This design comes from an exercise in tuning for small area, a short achievable clock period and few clock cycles per item on the open sky130 flow, not from production work. RTL that was checked went through simulation tests only; none was proved equivalent to the original. Power figures rest on the tool's default switching activity, not on a simulated workload.

== maple ==
Design mmult, start of the top module:
module mmult(
  input  clk,                  
  input  reset_n,              
  input  enable,               
  input  [0:9*8-1] A_mat,      
  input  [0:9*8-1] B_mat,      
  output reg valid,            
  output reg [0:9*17-1] C_mat  
);
  wire [7:0] a00 = A_mat[0:7];
  wire [7:0] b00 = B_mat[0:7];
  wire [7:0] a01 = A_mat[8:15];
  wire [7:0] b01 = B_mat[8:15];
  wire [7:0] a02 = A_mat[16:23];
  wire [7:0] b02 = B_mat[16:23];
  wire [7:0] a10 = A_mat[24:31];
  wire [7:0] b10 = B_mat[24:31];
  wire [7:0] a11 = A_mat[32:39];
  wire [7:0] b11 = B_mat[32:39];
  wire [7:0] a12 = A_mat[40:47];
  wire [7:0] b12 = B_mat[40:47];
  wire [7:0] a20 = A_mat[48:55];
  wire [7:0] b20 = B_mat[48:55];
  wire [7:0] a21 = A_mat[56:63];
  wire [7:0] b21 = B_mat[56:63];
  wire [7:0] a22 = A_mat[64:71];
  wire [7:0] b22 = B_mat[64:71];
  wire pp0_0_0_0;
  wire pp0_0_0_1;
  wire pp0_0_0_2;
  wire pp0_0_0_3;
  wire pp0_0_0_4;
  wire pp0_0_0_5;
  wire pp0_0_0_6;
  wire pp0_0_0_7;
  wire pp0_0_1_0;
  wire pp0_0_1_1;
  wire pp0_0_1_2;
  wire pp0_0_1_3;
  wire pp0_0_1_4;
  wire pp0_0_1_5;
  wire pp0_0_1_6;
  wire pp0_0_1_7;
  wire pp0_0_2_0;
  wire pp0_0_2_1;
  wire pp0_0_2_2;
  wire pp0_0_2_3;
  wire pp0_0_2_4;
  wire pp0_0_2_5;
  wire pp0_0_2_6;
  wire pp0_0_2_7;
  wire pp0_0_3_0;
  wire pp0_0_3_1;
  wire pp0_0_3_2;
  wire pp0_0_3_3;
  wire pp0_0_3_4;
  wire pp0_0_3_5;
  wire pp0_0_3_6;
  wire pp0_0_3_7;
  wire pp0_0_4_0;
  wire pp0_0_4_1;
  wire pp0_0_4_2;
  wire pp0_0_4_3;
  wire pp0_0_4_4;
  wire pp0_0_4_5;
  wire pp0_0_4_6;
  wire pp0_0_4_7;
  wire pp0_0_5_0;
  wire pp0_0_5_1;
  wire pp0_0_5_2;
  wire pp0_0_5_3;
  wire pp0_0_5_4;
  wire pp0_0_5_5;
  wire pp0_0_5_6;
  wire pp0_0_5_7;
  wire pp0_0_6_0;
  wire pp0_0_6_1;
  wire pp0_0_6_2;
  wire pp0_0_6_3;
  wire pp0_0_6_4;
  wire pp0_0_6_5;
  wire pp0_0_6_6;
  wire pp0_0_6_7;
  wire pp0_0_7_0;
  ...
For scale: ~220 flip-flops, roughly 300 I/O pins.
make LEC_CHECK=0 CAP_MARGIN=20 CORE_MARGIN=2 CORE_UTILIZATION=40 SETUP_SLACK_MARGIN=2.5 SLEW_MARGIN=20 SYNTH_HIERARCHICAL=1 finish   # period 9.0 ns
run.sh (not shown) runs the stock make flow with config.mk's settings and CLKGATE_MAP_FILE= SYNTH_SCRIPT=/design/flow/synth_recipe.tcl, a recipe that flattens the netlist after the stock synthesis.
Modified inputs, oak compared to maple
# maple
export LEC_CHECK = 0
export CAP_MARGIN = 20
export CORE_MARGIN = 2
export CORE_UTILIZATION = 40
export SETUP_SLACK_MARGIN = 2.5
export SLEW_MARGIN = 20
export SYNTH_HIERARCHICAL = 1
create_clock -name core_clock -period 9.0 [get_ports {clk}]
# oak
export LEC_CHECK = 0
export CAP_MARGIN = 20
export CORE_MARGIN = 2
export CORE_UTILIZATION = 40
export SLEW_MARGIN = 20
export SYNTH_HIERARCHICAL = 1
create_clock -name core_clock -period 9.0 [get_ports {clk}]
==> results.txt <==
Non-filler instance count after layout: maple vs oak — no meaningful difference
Fraction of area in registers: oak vs maple — no meaningful difference
Comparing total leakage power for oak and maple, the smaller number came from oak.
Delta (oak minus maple): number of filler cells placed in the layout now sits at about the same level, total power after layout roughly the same.
No run of this note included a check of the RTL's function; only the layout flow was run.

========
mmult, a different RTL version from the one above (not shown whole).
Size: about 280 flip-flops, roughly 300 I/O pins, about 51,000 sq um of cells after synthesis.
==> flow/config.mk <==
export PLATFORM = sky130hd
export DESIGN_NAME = mmult
export DESIGN_NICKNAME = mmult
export VERILOG_FILES = /design/flow/design.v
export SDC_FILE = /design/flow/constraint.sdc
export NUM_CORES = 4
export LEC_CHECK = 0
export CAP_MARGIN = 20
export CORE_MARGIN = 2
export CORE_UTILIZATION = 65
export SETUP_SLACK_MARGIN = 4.5
export SLEW_MARGIN = 70
export SYNTH_HIERARCHICAL = 1
==> flow/constraint.sdc <==
create_clock -name core_clock -period 9.0 [get_ports {clk}]
set_input_delay 1.8000 -clock core_clock [delete_from_list [all_inputs] [get_ports {clk}]]
set_output_delay 1.8000 -clock core_clock [all_outputs]
set_load 0.01 [all_outputs]
standard.sh (not shown) runs the stock make flow with config.mk's settings and CLKGATE_MAP_FILE= SYNTH_SCRIPT=/design/flow/synth_recipe.tcl, a recipe that flattens the netlist after the stock synthesis.
==> flow/flow/run.sh <==
#!/bin/bash
# Layout flow: the standard ORFS flow (standard.sh, unchanged synthesis),
# except that the port buffers are plain buffers (buf_4) instead of the
# delay-cell buffers buffer_ports picks by default. Every input and output
# port still gets its own buffer. Each step's full output goes to a log here.
set -euo pipefail
export BUFFER_PORTS_ARGS="-buffer_cell sky130_fd_sc_hd__buf_4"
bash standard.sh finish > standard_finish.log 2>&1
The starting point produced a clean layout.
Testbench counts at the start, summed over its fixed seeds: cycles 1,600, products 1,600.
Rerun with:
--- a/flow/config.mk
+++ b/flow/config.mk
@@ -10,2 +10,3 @@
-export CORE_UTILIZATION = 65
-export SETUP_SLACK_MARGIN = 4.5
+export CORE_UTILIZATION = 55
+export GPL_ROUTABILITY_DRIVEN = 0
+export SETUP_SLACK_MARGIN = 4.2
After rerunning: The new run ran to the end with no violations. Setup slack got worse by 0.046 ns. Total power came out lower by 9.1%. Die area rises by 18%. Design area drops by 7.6%.

==> afterwards: timing with drivers on the ports <==
The flow's constraints put no driver on any port. The routed layouts listed below were extracted and timed again, unchanged, in two steps.
Step 1: set_driving_cell puts a clkbuf_16 on clk and a buf_2 on each other input, an assumption about the parent block.
Step 2 moves the port delays by t, midway between the first and last clock arrival at a register: inputs arrive t later, outputs are due t later. That takes back most of the time a late clock gives input paths.
Slacks: ideal / step 1 / step 2; pairs: ideal / step 1.
run	t, ns	setup WS [ns]	hold WS [ns]	worst slew at a driven data input, ns
maple	0.667	2.525 / 2.541 / 1.874	1.772 / 1.720 / 2.387	0.15
oak	0.667	2.057 / 2.048 / 1.381	1.774 / 1.722 / 2.389	0.16
the first run of note 2	0.649	4.293 / 4.221 / 3.671	1.428 / 1.380 / 2.029	0.29
the second run of note 2	0.677	4.248 / 4.177 / 3.585	1.413 / 1.363 / 2.040	0.11
After both steps every run listed still meets setup and hold. For oak, which loses most, drivers alone change the setup slack by -0.009 ns; drivers and shift together by -0.676 ns.
